This design comes from an exercise in tuning for small area and a short achievable clock period on the open sky130 flow, not from production work.
Function was not checked in any run shown here: the RTL went through the layout flow alone.

## flow/design.v (module list and top-level ports; edited modules follow where they fit)
// module mult16_top: 17 lines
// module mul_aoi21: 3 lines
// module mul_fa: 4 lines
// module mul_inv: 3 lines
// module mul_mux2i: 3 lines
// module mul_nand2: 3 lines
// module mul_nor2: 3 lines
// module mul_oai21: 3 lines
// module mul_xnor2: 3 lines
// module mul_xor2: 3 lines
// module multiplier_16bit: 2028 lines
module mult16_top (
  input         clk,
  input  [15:0] a,
  input  [15:0] b,
  output [31:0] p
);
  // ...
==> flow/flow/run.sh <==
#!/bin/bash
# The standard layout (the standard.sh), except that the input and output
# port buffers are buf_2 cells and clock tree synthesis inserts no dummy loads.
# All of the flow's output goes to standard.log.
set -e
export BUFFER_PORTS_ARGS="-buffer_cell sky130_fd_sc_hd__buf_2"
export CTS_ARGS="-sink_clustering_enable -repair_clock_nets -dont_use_dummy_load -buf_list sky130_fd_sc_hd__clkbuf_8 -sink_clustering_size 64 -sink_clustering_max_diameter 300"
bash standard.sh > standard.log 2>&1
==> flow/standard.sh <==
#!/bin/bash
# synth_recipe.tcl (not shown) runs the flow's synth.tcl, then flattens the netlist and writes it again
# the make line also repeats each setting of config.mk as NAME=value (left out here)
make -C /OpenROAD-flow-scripts/flow DESIGN_CONFIG=/design/flow/config.mk WORK_HOME=/design/flow/orfs CLKGATE_MAP_FILE= SYNTH_SCRIPT=/design/flow/synth_recipe.tcl "${@:-finish}"
==> flow/config.mk <==
export PLATFORM = sky130hd
export DESIGN_NAME = mult16_top
export DESIGN_NICKNAME = mult16_top
export VERILOG_FILES = /design/flow/design.v
export SDC_FILE = /design/flow/constraint.sdc
export NUM_CORES = 4
export LEC_CHECK = 0
export CAP_MARGIN = 20
export CORE_MARGIN = 2
export CORE_UTILIZATION = 40
export CTS_BUF_LIST = sky130_fd_sc_hd__clkbuf_8
export CTS_CLUSTER_DIAMETER = 300
export CTS_CLUSTER_SIZE = 64
export SLEW_MARGIN = 20
export SYNTH_HIERARCHICAL = 1
export SYNTH_MINIMUM_KEEP_SIZE = 0
==> flow/constraint.sdc <==
create_clock -name core_clock -period 15.0 [get_ports {clk}]
set_input_delay 3.0000 -clock core_clock [delete_from_list [all_inputs] [get_ports {clk}]]
set_output_delay 3.0000 -clock core_clock [all_outputs]
set_load 0.01 [all_outputs]
==> results.cfg, run 1 <==
[run_status]
outcome = timing/DRC/antenna clean

[critical_path]
cp-startpoint = a_r[0]
critPathBufInv = 2
cp-start-kind = register
rrSetupSlack_ps = 9960
critPathMostFrequentCell = fa_1
r2r_end = p_r[26]
crit_path_end = p_r[26]

[floorplanning]
boundaryPins = 65
taps = 280
fp.dieH_um = 152
die_w_um = 152
initial_utilization_pct = 40.5

[clock_tree]
cts_tree = done
cts_buffers = 9
postCtsSetupRepairBufs = 0
path_clk_slew_ps = 90
clkLatencyLatePin_ps = 380

[detailed_routing]
met1Wirelength_mm = 7.79
vias = 6353
drt_iter0_drc = 313
drt-total-wl_mm = 19.5

[synthesis]
synthTopCellsByArea = fa_1, dfxtp_1, nor2_1
yosys.area_share.simple_pct = 15.2
muxShareOfSynthArea_pct = 2.63

[layout]
top_area_cell_class = multi-input combinational cells
drive_gt1_share_pct = 10.6
post-route-util_pct = 43.0
clk_share_pct = 1.33
nNetsFinal = 1258
multi_input_comb_cells = 743

[timing]
finClkSkew_ps = 32.2
finalSetupTns_ps = 0
slew_headroom_pct = 53.5

[placement]
io_buffers = 64
==> run 2: changes to the inputs <==
--- a/flow/design.v
+++ b/flow/design.v
@@ -1118,24 +1118,16 @@
   wire n1071;
   wire n1072;
   wire n1073;
   wire n1074;
   wire n1075;
   wire n1076;
   wire n1077;
   wire n1078;
-  wire n1079;
-  wire n1080;
-  wire n1081;
-  wire n1082;
-  wire n1083;
-  wire n1084;
-  wire n1085;
-  wire n1086;
   mul_inv u0 (.a(a[0]), .y(n1));
   mul_inv u1 (.a(a[0]), .y(n2));
   mul_inv u2 (.a(a[1]), .y(n3));
   mul_inv u3 (.a(a[1]), .y(n4));
   mul_inv u4 (.a(a[2]), .y(n5));
   mul_inv u5 (.a(a[2]), .y(n6));
   mul_inv u6 (.a(a[3]), .y(n7));
   mul_inv u7 (.a(a[3]), .y(n8));
@@ -1834,241 +1826,233 @@
   mul_nand2 u700 (.a(n545), .b(n799), .y(n879));
   mul_oai21 u701 (.a1(n879), .a2(n873), .b1(n878), .y(n880));
   mul_oai21 u702 (.a1(n802), .a2(n878), .b1(n803), .y(n881));
   mul_nor2 u703 (.a(n802), .b(n879), .y(n882));
   mul_inv u704 (.a(n873), .y(n883));
   mul_aoi21 u705 (.a1(n882), .a2(n883), .b1(n881), .y(n884));
   mul_oai21 u706 (.a1(n804), .a2(n803), .b1(n805), .y(n885));
   mul_nor2 u707 (.a(n804), .b(n802), .y(n886));
-  mul_aoi21 u708 (.a1(n886), .a2(n880), .b1(n885), .y(n887));
-  mul_oai21 u709 (.a1(n806), .a2(n805), .b1(n807), .y(n888));
-  mul_nor2 u710 (.a(n806), .b(n804), .y(n889));
-  mul_inv u711 (.a(n545), .y(n890));
-  mul_nor2 u712 (.a(n802), .b(n890), .y(n891));
-  mul_inv u713 (.a(n803), .y(n892));
-  mul_aoi21 u714 (.a1(n889), .a2(n892), .b1(n888), .y(n893));
-  mul_nand2 u715 (.a(n889), .b(n891), .y(n894));
-  mul_inv u716 (.a(n877), .y(n895));
-  mul_oai21 u717 (.a1(n894), .a2(n895), .b1(n893), .y(n896));
-  mul_aoi21 u718 (.a1(n808), .a2(n888), .b1(n809), .y(n897));
-  mul_nand2 u719 (.a(n808), .b(n889), .y(n898));
-  mul_oai21 u720 (.a1(n898), .a2(n803), .b1(n897), .y(n899));
-  mul_inv u721 (.a(n898), .y(n900));
-  mul_nand2 u722 (.a(n900), .b(n891), .y(n901));
+  mul_inv u708 (.a(n878), .y(n887));
+  mul_aoi21 u709 (.a1(n886), .a2(n887), .b1(n885), .y(n888));
+  mul_inv u710 (.a(n879), .y(n889));
+  mul_nand2 u711 (.a(n886), .b(n889), .y(n890));
+  mul_oai21 u712 (.a1(n890), .a2(n873), .b1(n888), .y(n891));
+  mul_inv u713 (.a(n807), .y(n892));
+  mul_inv u714 (.a(n806), .y(n893));
+  mul_aoi21 u715 (.a1(n893), .a2(n885), .b1(n892), .y(n894));
+  mul_nand2 u716 (.a(n893), .b(n886), .y(n895));
+  mul_inv u717 (.a(n880), .y(n896));
+  mul_oai21 u718 (.a1(n895), .a2(n896), .b1(n894), .y(n897));
+  mul_inv u719 (.a(n807), .y(n898));
+  mul_aoi21 u720 (.a1(n808), .a2(n898), .b1(n809), .y(n899));
+  mul_inv u721 (.a(n808), .y(n900));
+  mul_nor2 u722 (.a(n900), .b(n806), .y(n901));
   mul_inv u723 (.a(n901), .y(n902));
-  mul_aoi21 u724 (.a1(n902), .a2(n877), .b1(n899), .y(n903));
-  mul_inv u725 (.a(n812), .y(n904));
-  mul_inv u726 (.a(n811), .y(n905));
-  mul_aoi21 u727 (.a1(n905), .a2(n809), .b1(n904), .y(n906));
-  mul_nand2 u728 (.a(n905), .b(n808), .y(n907));
-  mul_inv u729 (.a(n906), .y(n908));
-  mul_inv u730 (.a(n907), .y(n909));
-  mul_aoi21 u731 (.a1(n909), .a2(n888), .b1(n908), .y(n910));
-  mul_nand2 u732 (.a(n909), .b(n889), .y(n911));
-  mul_oai21 u733 (.a1(n911), .a2(n884), .b1(n910), .y(n912));
-  mul_oai21 u734 (.a1(n814), .a2(n906), .b1(n815), .y(n913));
-  mul_nor2 u735 (.a(n814), .b(n907), .y(n914));
-  mul_inv u736 (.a(n807), .y(n915));
-  mul_inv u737 (.a(n806), .y(n916));
-  mul_aoi21 u738 (.a1(n916), .a2(n885), .b1(n915), .y(n917));
-  mul_nand2 u739 (.a(n916), .b(n886), .y(n918));
-  mul_inv u740 (.a(n913), .y(n919));
-  mul_inv u741 (.a(n914), .y(n920));
-  mul_oai21 u742 (.a1(n920), .a2(n917), .b1(n919), .y(n921));
-  mul_nor2 u743 (.a(n920), .b(n918), .y(n922));
-  mul_aoi21 u744 (.a1(n922), .a2(n880), .b1(n921), .y(n923));
-  mul_oai21 u745 (.a1(n814), .a2(n812), .b1(n815), .y(n924));
-  mul_nor2 u746 (.a(n814), .b(n811), .y(n925));
-  mul_inv u747 (.a(n818), .y(n926));
-  mul_inv u748 (.a(n817), .y(n927));
-  mul_aoi21 u749 (.a1(n927), .a2(n924), .b1(n926), .y(n928));
-  mul_nand2 u750 (.a(n927), .b(n925), .y(n929));
-  mul_inv u751 (.a(n807), .y(n930));
-  mul_aoi21 u752 (.a1(n808), .a2(n930), .b1(n809), .y(n931));
-  mul_inv u753 (.a(n808), .y(n932));
-  mul_nor2 u754 (.a(n932), .b(n806), .y(n933));
-  mul_oai21 u755 (.a1(n929), .a2(n931), .b1(n928), .y(n934));
-  mul_inv u756 (.a(n929), .y(n935));
-  mul_nand2 u757 (.a(n935), .b(n933), .y(n936));
-  mul_inv u758 (.a(n936), .y(n937));
-  mul_inv u759 (.a(n934), .y(n938));
-  mul_inv u760 (.a(n937), .y(n939));
-  mul_oai21 u761 (.a1(n939), .a2(n887), .b1(n938), .y(n940));
-  mul_oai21 u762 (.a1(n817), .a2(n815), .b1(n818), .y(n941));
-  mul_nor2 u763 (.a(n817), .b(n814), .y(n942));
-  mul_aoi21 u764 (.a1(n820), .a2(n941), .b1(n821), .y(n943));
-  mul_nand2 u765 (.a(n820), .b(n942), .y(n944));
-  mul_oai21 u766 (.a1(n944), .a2(n910), .b1(n943), .y(n945));
-  mul_nor2 u767 (.a(n944), .b(n911), .y(n946));
-  mul_inv u768 (.a(n884), .y(n947));
-  mul_aoi21 u769 (.a1(n946), .a2(n947), .b1(n945), .y(n948));
-  mul_aoi21 u770 (.a1(n823), .a2(n821), .b1(n824), .y(n949));
-  mul_nand2 u771 (.a(n823), .b(n820), .y(n950));
-  mul_oai21 u772 (.a1(n950), .a2(n928), .b1(n949), .y(n951));
-  mul_nor2 u773 (.a(n950), .b(n929), .y(n952));
-  mul_inv u774 (.a(n933), .y(n953));
-  mul_inv u775 (.a(n885), .y(n954));
-  mul_oai21 u776 (.a1(n953), .a2(n954), .b1(n931), .y(n955));
-  mul_inv u777 (.a(n886), .y(n956));
-  mul_nor2 u778 (.a(n953), .b(n956), .y(n957));
-  mul_aoi21 u779 (.a1(n952), .a2(n955), .b1(n951), .y(n958));
-  mul_nand2 u780 (.a(n952), .b(n957), .y(n959));
-  mul_inv u781 (.a(n880), .y(n960));
+  mul_inv u724 (.a(n885), .y(n903));
+  mul_oai21 u725 (.a1(n902), .a2(n903), .b1(n899), .y(n904));
+  mul_inv u726 (.a(n886), .y(n905));
+  mul_nor2 u727 (.a(n902), .b(n905), .y(n906));
+  mul_aoi21 u728 (.a1(n906), .a2(n880), .b1(n904), .y(n907));
+  mul_inv u729 (.a(n812), .y(n908));
+  mul_inv u730 (.a(n811), .y(n909));
+  mul_aoi21 u731 (.a1(n909), .a2(n809), .b1(n908), .y(n910));
+  mul_nand2 u732 (.a(n909), .b(n808), .y(n911));
+  mul_oai21 u733 (.a1(n806), .a2(n805), .b1(n807), .y(n912));
+  mul_nor2 u734 (.a(n806), .b(n804), .y(n913));
+  mul_inv u735 (.a(n910), .y(n914));
+  mul_inv u736 (.a(n911), .y(n915));
+  mul_aoi21 u737 (.a1(n915), .a2(n912), .b1(n914), .y(n916));
+  mul_nand2 u738 (.a(n915), .b(n913), .y(n917));
+  mul_oai21 u739 (.a1(n917), .a2(n884), .b1(n916), .y(n918));
+  mul_oai21 u740 (.a1(n814), .a2(n812), .b1(n815), .y(n919));
+  mul_nor2 u741 (.a(n814), .b(n811), .y(n920));
+  mul_aoi21 u742 (.a1(n808), .a2(n912), .b1(n809), .y(n921));
+  mul_nand2 u743 (.a(n808), .b(n913), .y(n922));
+  mul_inv u744 (.a(n919), .y(n923));
+  mul_inv u745 (.a(n920), .y(n924));
+  mul_oai21 u746 (.a1(n924), .a2(n921), .b1(n923), .y(n925));
+  mul_nor2 u747 (.a(n924), .b(n922), .y(n926));
+  mul_inv u748 (.a(n884), .y(n927));
+  mul_aoi21 u749 (.a1(n926), .a2(n927), .b1(n925), .y(n928));
+  mul_inv u750 (.a(n818), .y(n929));
+  mul_inv u751 (.a(n817), .y(n930));
+  mul_aoi21 u752 (.a1(n930), .a2(n919), .b1(n929), .y(n931));
+  mul_nand2 u753 (.a(n930), .b(n920), .y(n932));
+  mul_oai21 u754 (.a1(n932), .a2(n899), .b1(n931), .y(n933));
+  mul_inv u755 (.a(n932), .y(n934));
+  mul_nand2 u756 (.a(n934), .b(n901), .y(n935));
+  mul_inv u757 (.a(n935), .y(n936));
+  mul_aoi21 u758 (.a1(n936), .a2(n891), .b1(n933), .y(n937));
+  mul_inv u759 (.a(n818), .y(n938));
+  mul_aoi21 u760 (.a1(n820), .a2(n938), .b1(n821), .y(n939));
+  mul_inv u761 (.a(n817), .y(n940));
+  mul_nand2 u762 (.a(n820), .b(n940), .y(n941));
+  mul_inv u763 (.a(n919), .y(n942));
+  mul_oai21 u764 (.a1(n941), .a2(n942), .b1(n939), .y(n943));
+  mul_inv u765 (.a(n920), .y(n944));
+  mul_nor2 u766 (.a(n941), .b(n944), .y(n945));
+  mul_aoi21 u767 (.a1(n945), .a2(n904), .b1(n943), .y(n946));
+  mul_nand2 u768 (.a(n945), .b(n906), .y(n947));
+  mul_inv u769 (.a(n880), .y(n948));
+  mul_oai21 u770 (.a1(n947), .a2(n948), .b1(n946), .y(n949));
+  mul_aoi21 u771 (.a1(n823), .a2(n821), .b1(n824), .y(n950));
+  mul_nand2 u772 (.a(n823), .b(n820), .y(n951));
+  mul_oai21 u773 (.a1(n951), .a2(n931), .b1(n950), .y(n952));
+  mul_nor2 u774 (.a(n951), .b(n932), .y(n953));
+  mul_aoi21 u775 (.a1(n953), .a2(n904), .b1(n952), .y(n954));
+  mul_nand2 u776 (.a(n953), .b(n906), .y(n955));
+  mul_inv u777 (.a(n880), .y(n956));
+  mul_oai21 u778 (.a1(n955), .a2(n956), .b1(n954), .y(n957));
+  mul_aoi21 u779 (.a1(n826), .a2(n824), .b1(n827), .y(n958));
+  mul_nand2 u780 (.a(n826), .b(n823), .y(n959));
+  mul_inv u781 (.a(n821), .y(n960));
   mul_oai21 u782 (.a1(n959), .a2(n960), .b1(n958), .y(n961));
-  mul_aoi21 u783 (.a1(n826), .a2(n824), .b1(n827), .y(n962));
-  mul_nand2 u784 (.a(n826), .b(n823), .y(n963));
-  mul_inv u785 (.a(n821), .y(n964));
-  mul_oai21 u786 (.a1(n963), .a2(n964), .b1(n962), .y(n965));
+  mul_inv u783 (.a(n959), .y(n962));
+  mul_nand2 u784 (.a(n962), .b(n820), .y(n963));
+  mul_oai21 u785 (.a1(n817), .a2(n815), .b1(n818), .y(n964));
+  mul_nor2 u786 (.a(n817), .b(n814), .y(n965));
   mul_inv u787 (.a(n963), .y(n966));
-  mul_nand2 u788 (.a(n966), .b(n820), .y(n967));
-  mul_inv u789 (.a(n941), .y(n968));
-  mul_inv u790 (.a(n942), .y(n969));
-  mul_oai21 u791 (.a1(n969), .a2(n906), .b1(n968), .y(n970));
-  mul_nor2 u792 (.a(n969), .b(n907), .y(n971));
-  mul_inv u793 (.a(n967), .y(n972));
-  mul_aoi21 u794 (.a1(n972), .a2(n970), .b1(n965), .y(n973));
-  mul_nand2 u795 (.a(n972), .b(n971), .y(n974));
-  mul_inv u796 (.a(n973), .y(n975));
-  mul_inv u797 (.a(n974), .y(n976));
-  mul_aoi21 u798 (.a1(n976), .a2(n896), .b1(n975), .y(n977));
-  mul_oai21 u799 (.a1(n829), .a2(n962), .b1(n830), .y(n978));
-  mul_nor2 u800 (.a(n829), .b(n963), .y(n979));
-  mul_inv u801 (.a(n818), .y(n980));
-  mul_aoi21 u802 (.a1(n820), .a2(n980), .b1(n821), .y(n981));
-  mul_inv u803 (.a(n817), .y(n982));
-  mul_nand2 u804 (.a(n820), .b(n982), .y(n983));
-  mul_inv u805 (.a(n924), .y(n984));
-  mul_oai21 u806 (.a1(n983), .a2(n984), .b1(n981), .y(n985));
-  mul_inv u807 (.a(n925), .y(n986));
-  mul_nor2 u808 (.a(n983), .b(n986), .y(n987));
-  mul_aoi21 u809 (.a1(n979), .a2(n985), .b1(n978), .y(n988));
-  mul_nand2 u810 (.a(n979), .b(n987), .y(n989));
-  mul_oai21 u811 (.a1(n989), .a2(n903), .b1(n988), .y(n990));
-  mul_oai21 u812 (.a1(n831), .a2(n830), .b1(n832), .y(n991));
-  mul_nor2 u813 (.a(n831), .b(n829), .y(n992));
-  mul_aoi21 u814 (.a1(n992), .a2(n827), .b1(n991), .y(n993));
-  mul_nand2 u815 (.a(n992), .b(n826), .y(n994));
-  mul_inv u816 (.a(n949), .y(n995));
-  mul_inv u817 (.a(n950), .y(n996));
-  mul_aoi21 u818 (.a1(n996), .a2(n941), .b1(n995), .y(n997));
-  mul_nand2 u819 (.a(n996), .b(n942), .y(n998));
-  mul_oai21 u820 (.a1(n994), .a2(n997), .b1(n993), .y(n999));
-  mul_nor2 u821 (.a(n994), .b(n998), .y(n1000));
-  mul_oai21 u822 (.a1(n911), .a2(n803), .b1(n910), .y(n1001));
-  mul_inv u823 (.a(n891), .y(n1002));
-  mul_nor2 u824 (.a(n911), .b(n1002), .y(n1003));
-  mul_aoi21 u825 (.a1(n1000), .a2(n1001), .b1(n999), .y(n1004));
-  mul_nand2 u826 (.a(n1000), .b(n1003), .y(n1005));
-  mul_inv u827 (.a(n877), .y(n1006));
-  mul_oai21 u828 (.a1(n1005), .a2(n1006), .b1(n1004), .y(n1007));
-  mul_oai21 u829 (.a1(n833), .a2(n832), .b1(n834), .y(n1008));
-  mul_nor2 u830 (.a(n833), .b(n831), .y(n1009));
-  mul_inv u831 (.a(n830), .y(n1010));
-  mul_aoi21 u832 (.a1(n1009), .a2(n1010), .b1(n1008), .y(n1011));
-  mul_inv u833 (.a(n1009), .y(n1012));
-  mul_nor2 u834 (.a(n1012), .b(n829), .y(n1013));
-  mul_inv u835 (.a(n1013), .y(n1014));
-  mul_inv u836 (.a(n827), .y(n1015));
-  mul_oai21 u837 (.a1(n1014), .a2(n1015), .b1(n1011), .y(n1016));
-  mul_inv u838 (.a(n826), .y(n1017));
-  mul_nor2 u839 (.a(n1014), .b(n1017), .y(n1018));
-  mul_inv u840 (.a(n1016), .y(n1019));
-  mul_inv u841 (.a(n1018), .y(n1020));
-  mul_oai21 u842 (.a1(n1020), .a2(n997), .b1(n1019), .y(n1021));
-  mul_nor2 u843 (.a(n1020), .b(n998), .y(n1022));
-  mul_aoi21 u844 (.a1(n1022), .a2(n1001), .b1(n1021), .y(n1023));
-  mul_nand2 u845 (.a(n1022), .b(n1003), .y(n1024));
-  mul_inv u846 (.a(n877), .y(n1025));
-  mul_oai21 u847 (.a1(n1024), .a2(n1025), .b1(n1023), .y(n1026));
-  mul_oai21 u848 (.a1(n835), .a2(n834), .b1(n836), .y(n1027));
-  mul_nor2 u849 (.a(n835), .b(n833), .y(n1028));
-  mul_aoi21 u850 (.a1(n1028), .a2(n991), .b1(n1027), .y(n1029));
-  mul_nand2 u851 (.a(n1028), .b(n992), .y(n1030));
-  mul_inv u852 (.a(n967), .y(n1031));
-  mul_aoi21 u853 (.a1(n1031), .a2(n941), .b1(n965), .y(n1032));
-  mul_nand2 u854 (.a(n1031), .b(n942), .y(n1033));
-  mul_oai21 u855 (.a1(n1030), .a2(n1032), .b1(n1029), .y(n1034));
-  mul_nor2 u856 (.a(n1030), .b(n1033), .y(n1035));
-  mul_aoi21 u857 (.a1(n1035), .a2(n912), .b1(n1034), .y(n1036));
-  mul_oai21 u858 (.a1(n837), .a2(n836), .b1(n838), .y(n1037));
-  mul_nor2 u859 (.a(n837), .b(n835), .y(n1038));
-  mul_inv u860 (.a(n1037), .y(n1039));
-  mul_inv u861 (.a(n1038), .y(n1040));
-  mul_oai21 u862 (.a1(n1040), .a2(n834), .b1(n1039), .y(n1041));
-  mul_nor2 u863 (.a(n1040), .b(n833), .y(n1042));
-  mul_aoi21 u864 (.a1(n1042), .a2(n991), .b1(n1041), .y(n1043));
-  mul_nand2 u865 (.a(n1042), .b(n992), .y(n1044));
+  mul_aoi21 u788 (.a1(n966), .a2(n964), .b1(n961), .y(n967));
+  mul_nand2 u789 (.a(n966), .b(n965), .y(n968));
+  mul_oai21 u790 (.a1(n968), .a2(n916), .b1(n967), .y(n969));
+  mul_nor2 u791 (.a(n968), .b(n917), .y(n970));
+  mul_inv u792 (.a(n884), .y(n971));
+  mul_aoi21 u793 (.a1(n970), .a2(n971), .b1(n969), .y(n972));
+  mul_inv u794 (.a(n830), .y(n973));
+  mul_inv u795 (.a(n829), .y(n974));
+  mul_aoi21 u796 (.a1(n974), .a2(n827), .b1(n973), .y(n975));
+  mul_nand2 u797 (.a(n974), .b(n826), .y(n976));
+  mul_oai21 u798 (.a1(n976), .a2(n950), .b1(n975), .y(n977));
+  mul_nor2 u799 (.a(n976), .b(n951), .y(n978));
+  mul_inv u800 (.a(n964), .y(n979));
+  mul_inv u801 (.a(n965), .y(n980));
+  mul_oai21 u802 (.a1(n980), .a2(n910), .b1(n979), .y(n981));
+  mul_nor2 u803 (.a(n980), .b(n911), .y(n982));
+  mul_aoi21 u804 (.a1(n978), .a2(n981), .b1(n977), .y(n983));
+  mul_nand2 u805 (.a(n978), .b(n982), .y(n984));
+  mul_inv u806 (.a(n983), .y(n985));
+  mul_inv u807 (.a(n984), .y(n986));
+  mul_aoi21 u808 (.a1(n986), .a2(n897), .b1(n985), .y(n987));
+  mul_oai21 u809 (.a1(n831), .a2(n830), .b1(n832), .y(n988));
+  mul_nor2 u810 (.a(n831), .b(n829), .y(n989));
+  mul_aoi21 u811 (.a1(n989), .a2(n961), .b1(n988), .y(n990));
+  mul_inv u812 (.a(n989), .y(n991));
+  mul_nor2 u813 (.a(n991), .b(n963), .y(n992));
+  mul_inv u814 (.a(n992), .y(n993));
+  mul_inv u815 (.a(n990), .y(n994));
+  mul_inv u816 (.a(n993), .y(n995));
+  mul_aoi21 u817 (.a1(n995), .a2(n933), .b1(n994), .y(n996));
+  mul_inv u818 (.a(n935), .y(n997));
+  mul_nand2 u819 (.a(n995), .b(n997), .y(n998));
+  mul_inv u820 (.a(n891), .y(n999));
+  mul_oai21 u821 (.a1(n998), .a2(n999), .b1(n996), .y(n1000));
+  mul_oai21 u822 (.a1(n833), .a2(n832), .b1(n834), .y(n1001));
+  mul_nor2 u823 (.a(n833), .b(n831), .y(n1002));
+  mul_inv u824 (.a(n830), .y(n1003));
+  mul_aoi21 u825 (.a1(n1002), .a2(n1003), .b1(n1001), .y(n1004));
+  mul_inv u826 (.a(n1002), .y(n1005));
+  mul_nor2 u827 (.a(n1005), .b(n829), .y(n1006));
+  mul_inv u828 (.a(n1006), .y(n1007));
+  mul_oai21 u829 (.a1(n1007), .a2(n958), .b1(n1004), .y(n1008));
+  mul_nor2 u830 (.a(n1007), .b(n959), .y(n1009));
+  mul_aoi21 u831 (.a1(n1009), .a2(n943), .b1(n1008), .y(n1010));
+  mul_nand2 u832 (.a(n1009), .b(n945), .y(n1011));
+  mul_inv u833 (.a(n904), .y(n1012));
+  mul_oai21 u834 (.a1(n1011), .a2(n1012), .b1(n1010), .y(n1013));
+  mul_inv u835 (.a(n1011), .y(n1014));
+  mul_nand2 u836 (.a(n1014), .b(n906), .y(n1015));
+  mul_inv u837 (.a(n1015), .y(n1016));
+  mul_aoi21 u838 (.a1(n1016), .a2(n880), .b1(n1013), .y(n1017));
+  mul_oai21 u839 (.a1(n835), .a2(n834), .b1(n836), .y(n1018));
+  mul_nor2 u840 (.a(n835), .b(n833), .y(n1019));
+  mul_aoi21 u841 (.a1(n1019), .a2(n988), .b1(n1018), .y(n1020));
+  mul_nand2 u842 (.a(n1019), .b(n989), .y(n1021));
+  mul_oai21 u843 (.a1(n1021), .a2(n958), .b1(n1020), .y(n1022));
+  mul_nor2 u844 (.a(n1021), .b(n959), .y(n1023));
+  mul_aoi21 u845 (.a1(n1023), .a2(n943), .b1(n1022), .y(n1024));
+  mul_nand2 u846 (.a(n1023), .b(n945), .y(n1025));
+  mul_oai21 u847 (.a1(n1025), .a2(n907), .b1(n1024), .y(n1026));
+  mul_oai21 u848 (.a1(n837), .a2(n836), .b1(n838), .y(n1027));
+  mul_nor2 u849 (.a(n837), .b(n835), .y(n1028));
+  mul_inv u850 (.a(n1027), .y(n1029));
+  mul_inv u851 (.a(n1028), .y(n1030));
+  mul_oai21 u852 (.a1(n1030), .a2(n834), .b1(n1029), .y(n1031));
+  mul_nor2 u853 (.a(n1030), .b(n833), .y(n1032));
+  mul_aoi21 u854 (.a1(n1032), .a2(n988), .b1(n1031), .y(n1033));
+  mul_nand2 u855 (.a(n1032), .b(n989), .y(n1034));
+  mul_inv u856 (.a(n1033), .y(n1035));
+  mul_inv u857 (.a(n1034), .y(n1036));
+  mul_aoi21 u858 (.a1(n1036), .a2(n961), .b1(n1035), .y(n1037));
+  mul_inv u859 (.a(n1036), .y(n1038));
+  mul_nor2 u860 (.a(n1038), .b(n963), .y(n1039));
+  mul_inv u861 (.a(n1039), .y(n1040));
+  mul_inv u862 (.a(n1037), .y(n1041));
+  mul_inv u863 (.a(n1040), .y(n1042));
+  mul_aoi21 u864 (.a1(n1042), .a2(n981), .b1(n1041), .y(n1043));
+  mul_nand2 u865 (.a(n1042), .b(n982), .y(n1044));
   mul_inv u866 (.a(n1043), .y(n1045));
   mul_inv u867 (.a(n1044), .y(n1046));
-  mul_aoi21 u868 (.a1(n1046), .a2(n965), .b1(n1045), .y(n1047));
-  mul_inv u869 (.a(n1046), .y(n1048));
-  mul_nor2 u870 (.a(n1048), .b(n967), .y(n1049));
-  mul_inv u871 (.a(n1049), .y(n1050));
-  mul_inv u872 (.a(n1047), .y(n1051));
-  mul_inv u873 (.a(n1050), .y(n1052));
-  mul_aoi21 u874 (.a1(n1052), .a2(n934), .b1(n1051), .y(n1053));
-  mul_inv u875 (.a(n936), .y(n1054));
-  mul_nand2 u876 (.a(n1052), .b(n1054), .y(n1055));
-  mul_oai21 u877 (.a1(n1055), .a2(n887), .b1(n1053), .y(n1056));
-  mul_inv u878 (.a(n776), .y(n1057));
-  mul_xnor2 u879 (.a(n777), .b(n321), .y(n1058));
-  mul_xnor2 u880 (.a(n840), .b(n325), .y(n1059));
-  mul_xnor2 u881 (.a(n842), .b(n331), .y(n1060));
-  mul_xor2 u882 (.a(n844), .b(n779), .y(n1061));
-  mul_xnor2 u883 (.a(n845), .b(n782), .y(n1062));
-  mul_xor2 u884 (.a(n849), .b(n785), .y(n1063));
-  mul_xor2 u885 (.a(n852), .b(n788), .y(n1064));
-  mul_xnor2 u886 (.a(n853), .b(n791), .y(n1065));
-  mul_xor2 u887 (.a(n856), .b(n794), .y(n1066));
-  mul_xor2 u888 (.a(n859), .b(n435), .y(n1067));
-  mul_xnor2 u889 (.a(n864), .b(n797), .y(n1068));
-  mul_xnor2 u890 (.a(n868), .b(n486), .y(n1069));
-  mul_xnor2 u891 (.a(n873), .b(n799), .y(n1070));
-  mul_xor2 u892 (.a(n877), .b(n545), .y(n1071));
-  mul_xnor2 u893 (.a(n880), .b(n802), .y(n1072));
-  mul_xor2 u894 (.a(n884), .b(n804), .y(n1073));
-  mul_xor2 u895 (.a(n887), .b(n806), .y(n1074));
-  mul_xor2 u896 (.a(n896), .b(n808), .y(n1075));
-  mul_xor2 u897 (.a(n903), .b(n811), .y(n1076));
-  mul_xnor2 u898 (.a(n912), .b(n814), .y(n1077));
-  mul_xor2 u899 (.a(n923), .b(n817), .y(n1078));
-  mul_xor2 u900 (.a(n940), .b(n820), .y(n1079));
-  mul_xnor2 u901 (.a(n948), .b(n823), .y(n1080));
-  mul_xor2 u902 (.a(n961), .b(n826), .y(n1081));
-  mul_xor2 u903 (.a(n977), .b(n829), .y(n1082));
-  mul_xnor2 u904 (.a(n990), .b(n831), .y(n1083));
-  mul_xnor2 u905 (.a(n1007), .b(n833), .y(n1084));
-  mul_xnor2 u906 (.a(n1026), .b(n835), .y(n1085));
-  mul_xor2 u907 (.a(n1036), .b(n837), .y(n1086));
+  mul_aoi21 u868 (.a1(n1046), .a2(n897), .b1(n1045), .y(n1047));
+  mul_inv u869 (.a(n776), .y(n1048));
+  mul_xnor2 u870 (.a(n777), .b(n321), .y(n1049));
+  mul_xnor2 u871 (.a(n840), .b(n325), .y(n1050));
+  mul_xnor2 u872 (.a(n842), .b(n331), .y(n1051));
+  mul_xor2 u873 (.a(n844), .b(n779), .y(n1052));
+  mul_xnor2 u874 (.a(n845), .b(n782), .y(n1053));
+  mul_xor2 u875 (.a(n849), .b(n785), .y(n1054));
+  mul_xor2 u876 (.a(n852), .b(n788), .y(n1055));
+  mul_xnor2 u877 (.a(n853), .b(n791), .y(n1056));
+  mul_xor2 u878 (.a(n856), .b(n794), .y(n1057));
+  mul_xor2 u879 (.a(n859), .b(n435), .y(n1058));
+  mul_xnor2 u880 (.a(n864), .b(n797), .y(n1059));
+  mul_xnor2 u881 (.a(n868), .b(n486), .y(n1060));
+  mul_xnor2 u882 (.a(n873), .b(n799), .y(n1061));
+  mul_xor2 u883 (.a(n877), .b(n545), .y(n1062));
+  mul_xnor2 u884 (.a(n880), .b(n802), .y(n1063));
+  mul_xor2 u885 (.a(n884), .b(n804), .y(n1064));
+  mul_xnor2 u886 (.a(n891), .b(n806), .y(n1065));
+  mul_xor2 u887 (.a(n897), .b(n808), .y(n1066));
+  mul_xor2 u888 (.a(n907), .b(n811), .y(n1067));
+  mul_xnor2 u889 (.a(n918), .b(n814), .y(n1068));
+  mul_xor2 u890 (.a(n928), .b(n817), .y(n1069));
+  mul_xnor2 u891 (.a(n937), .b(n820), .y(n1070));
+  mul_xor2 u892 (.a(n949), .b(n823), .y(n1071));
+  mul_xor2 u893 (.a(n957), .b(n826), .y(n1072));
+  mul_xor2 u894 (.a(n972), .b(n829), .y(n1073));
+  mul_xor2 u895 (.a(n987), .b(n831), .y(n1074));
+  mul_xnor2 u896 (.a(n1000), .b(n833), .y(n1075));
+  mul_xor2 u897 (.a(n1017), .b(n835), .y(n1076));
+  mul_xnor2 u898 (.a(n1026), .b(n837), .y(n1077));
+  mul_inv u899 (.a(n1047), .y(n1078));
   assign o[0] = n65;
-  assign o[1] = n1057;
-  assign o[2] = n1058;
-  assign o[3] = n1059;
-  assign o[4] = n1060;
-  assign o[5] = n1061;
-  assign o[6] = n1062;
-  assign o[7] = n1063;
-  assign o[8] = n1064;
-  assign o[9] = n1065;
-  assign o[10] = n1066;
-  assign o[11] = n1067;
-  assign o[12] = n1068;
-  assign o[13] = n1069;
-  assign o[14] = n1070;
-  assign o[15] = n1071;
-  assign o[16] = n1072;
-  assign o[17] = n1073;
-  assign o[18] = n1074;
-  assign o[19] = n1075;
-  assign o[20] = n1076;
-  assign o[21] = n1077;
-  assign o[22] = n1078;
-  assign o[23] = n1079;
-  assign o[24] = n1080;
-  assign o[25] = n1081;
-  assign o[26] = n1082;
-  assign o[27] = n1083;
-  assign o[28] = n1084;
-  assign o[29] = n1085;
-  assign o[30] = n1086;
-  assign o[31] = n1056;
+  assign o[1] = n1048;
+  assign o[2] = n1049;
+  assign o[3] = n1050;
+  assign o[4] = n1051;
+  assign o[5] = n1052;
+  assign o[6] = n1053;
+  assign o[7] = n1054;
+  assign o[8] = n1055;
+  assign o[9] = n1056;
+  assign o[10] = n1057;
+  assign o[11] = n1058;
+  assign o[12] = n1059;
+  assign o[13] = n1060;
+  assign o[14] = n1061;
+  assign o[15] = n1062;
+  assign o[16] = n1063;
+  assign o[17] = n1064;
+  assign o[18] = n1065;
+  assign o[19] = n1066;
+  assign o[20] = n1067;
+  assign o[21] = n1068;
+  assign o[22] = n1069;
+  assign o[23] = n1070;
+  assign o[24] = n1071;
+  assign o[25] = n1072;
+  assign o[26] = n1073;
+  assign o[27] = n1074;
+  assign o[28] = n1075;
+  assign o[29] = n1076;
+  assign o[30] = n1077;
+  assign o[31] = n1078;
 endmodule
==> run 2 against run 1 <==
Net effect: still clean on timing, DRC and antenna; clock skew is 12 ps lower; clock-buffer cell count unchanged; via count is 1.3% lower; cell area is 0.34% lower.
==> results.cfg, run 2 <==
[synthesis]
synth-seq-cells = 64
yosysMostFrequentCell = nor2_1
ys_seq_area_share_pct = 14.7
synthArstFlopShare_pct = 0
yosysUniqueCellTypes = 11
synthCells = 996
synth_area_mm2 = 0.00872
synth_commonest_cells = nor2_1, fa_1, inv_1
synthTopCellsByArea = fa_1, dfxtp_1, nor2_1
synth_top_cell_area_share_pct = 40.9
synth-edff-count = 0
avgSynthCellArea_um2 = 8.76
synth_nets = 1207
yosysTopAreaCell = fa_1
yosysWarnings = 7
synth_ff_type = dfxtp_1

[floorplanning]
boundaryPins = 65
initial_utilization_pct = 40.3
coreArea_mm2 = 0.0216
num_rows = 54
fp.dieH_um = 152
die_area_mm2 = 0.0230
die_w_um = 152

[global_routing]
antenna_found_initial = 0
grt_max_degree = 13
grt_pass1_wl_mm = 33.4
gr-total-overflow = 0
grt_usage_pct = 18.9
grt_pass1_vias = 7075

[critical_path]
crit_type = reg2reg
end_kind = register
crit_arrival_ps = 5520
cp_slowest_cell = o21ai_1
critPathMaxFanout = 8
cp-start-kind = register
ff2ff_path_depth = 18
critPathMostFrequentCell = fa_1
slowest_delay_ps = 500
reg2reg_from = b_r[7]
rrSetupSlack_ps = 9690
crit_required_ps = 15220
critPathBufInv = 2
crit_family = adder cells
path_cells = inv_1 > nor2_1 > fa_1 > fa_1 > fa_1 > fa_1 > xnor2_1 > xnor2_1 > nand2_1 > xnor2_1 > mux2i_1 > xor2_1 > nand2_1 > o21ai_1 > inv_1 > o21ai_1 > a21oi_2 > xor2_1
r2r_end = p_r[27]

[clock_tree]
clkLatencyLatePin_ps = 370
cts.repair.resized = 0
h-tree-depth = 3
cts_tree = done
path_clk_slew_ps = 80
clockBufferDepth = 2
cts_buffers = 9
postCtsSetupRepairBufs = 0
clockRootBuffer = clkbuf_8
clock-sinks = 64
ctsHoldBuffers = 0

[detailed_routing]
vias = 6272
viasPerCell = 4.76
drt_pre_antenna_iters = 5
ant_nets = 0
remaining_drc_errors = 0
drt-total-wl_mm = 19.4
drt_iter0_drc = 276
detail_route.wl_per_cell_um = 14.7

[timing]
setup_viol = 0
finalCritPeriodShare_pct = 35.4
worstMarginPinSlew_ps = 601
hold_viol_final = 0
setup_ws_ps = 9690
max_freq_mhz = 188
fin_crit_ps = 5310
slew_headroom_pct = 59.8
hold_ws_ps = 601
rsz0062_at_grt = no
finalSetupTns_ps = 0
report.final.slew_viol_count = 0
finClkSkew_ps = 20.6

[layout]
postLayoutCellArea_mm2 = 0.00928
antennaDiodeCount = 0
post-route-util_pct = 42.9
regMostFlops = p_r
mostFrequentLayoutCells = nor2_1, fa_1, inv_1
largest_reg_flops = 32
reg.largest.list = p_r (32), a_r (16), b_r (16)
nNetsFinal = 1250
instances_no_fill = 1317
layout_commonest_cell = nor2_1
drive_gt1_share_pct = 10.8
area_delta_synth_final_pct = 6.36

[flow_run]
drv_cap = 0

[min_path]
hp-class = reg2reg
hp-start = a_r[0]
holdPathEnd = p_r[0]
hold_path_depth = 2

[placement]
hpwlAfterDp_mm = 16.3
place_congestion = 0.873
dp_slack_ps = 9730
post_dp_cell_area_mm2 = 0.00915
dpl.cell_count = 1308
io_buffers = 64

[run_status]
outcome = timing/DRC/antenna clean
run 2: cell count changes in the layout (fill, tap and decap cells not counted):
cell | previous run | this run
nor2_1 | 298 | 294
a21oi_2 | 38 | 39
nand2_1 | 56 | 55
o21ai_1 | 42 | 37
inv_1 | 165 | 166
run 2: cells by family (layout without fill, tap and decap cells):
family / Yosys count / count (layout) / synth area share [%]
compound gates: 76 / 76 / 6.04
mux: 23 / 23 / 2.64
simple gates: 349 / 349 / 15.0
xor+xnor: 108 / 108 / 10.8
fa+ha+maj: 178 / 178 / 40.9
flops: 64 / 64 / 14.7
buf+inv: 198 / 239 / 9.90
run 2: routing by layer:
layer  vias up  track usage (%)  share of wire, %
li1       2987                -                 -
met1      3067             21.9                40
met2       163             34.8                52
met3        55             2.57               3.9
met4         0             8.52               4.2
met5         -                0                 0
run 2: modules after synthesis (local to each module, per instance):
module	cells inside	cell area, µm²
mult16_top	64	1280
mul_inv	1	3.75
mul_fa	1	20.0
mul_aoi21	1	8.76
mul_nand2	1	3.75
mul_xor2	1	8.76
mul_oai21	1	5.00
mul_xnor2	1	8.76
mul_nor2	1	3.75
multiplier_16bit	32	240
mul_mux2i	1	10.0
run 2: final cells by class:
| class | instances | area, µm² |
|---|---|---|
| Fill cell | 2191 | 12300 |
| Multi-Input combinational cell | 734 | 6580 |
| Sequential cell | 64 | 1280 |
| Inverter | 166 | 623 |
| Tap cell | 280 | 350 |
| Timing Repair Buffer | 64 | 320 |
| Clock buffer | 9 | 124 |
run 2: how the worst max path moves through the flow:
| stage | startpoint | endpoint | slack (ps) | cells past startpoint |
|---|---|---|---|---|
| 6_report | b_r[7] | p_r[27] | 9690 | 18 |
| 5_1_grt | a_r[0] | p_r[27] | 9210 | 18 |
| 4_1_cts | b_r[7] | p_r[27] | 9700 | 18 |
| 3_5_place_dp | b_r[7] | p_r[27] | 9730 | 18 |
| 3_3_place_gp | a_r[0] | p_r[27] | 9820 | 18 |
| 2_1_floorplan | b_r[8] | p_r[27] | 10170 | 19 |
run 2: worst min-delay path, stage by stage (launching register included):
cell and delay (ps):
dfxtp_1 330, inv_1 130, nor2_1 110

separate check: timing with driven ports:
In the flow no input, the clock included, has a driving cell. The finished layouts below were timed again as built, in two steps. Step 1, drivers: a clkbuf_16 drives clk and a buf_2 each remaining input, both assumed. Step 2 also shifts input and output timing later by t, the mid clock arrival at the registers, as if the neighbouring blocks saw the same clock. a / b / c = ideal / step 1 / step 2; a / b = the first two.
| run | t, ns | setup WS [ns] | latest minus earliest clock arrival (ns) | cell pins on the clock port's net |
|---|---|---|---|---|
| run 1 | 0.403 | 9.959 / 9.959 / 9.959 | 0.032 / 0.032 | 1 |
| run 2 | 0.396 | 9.691 / 9.691 / 9.691 | 0.024 / 0.024 | 1 |
After both steps every run listed still meets setup and hold.
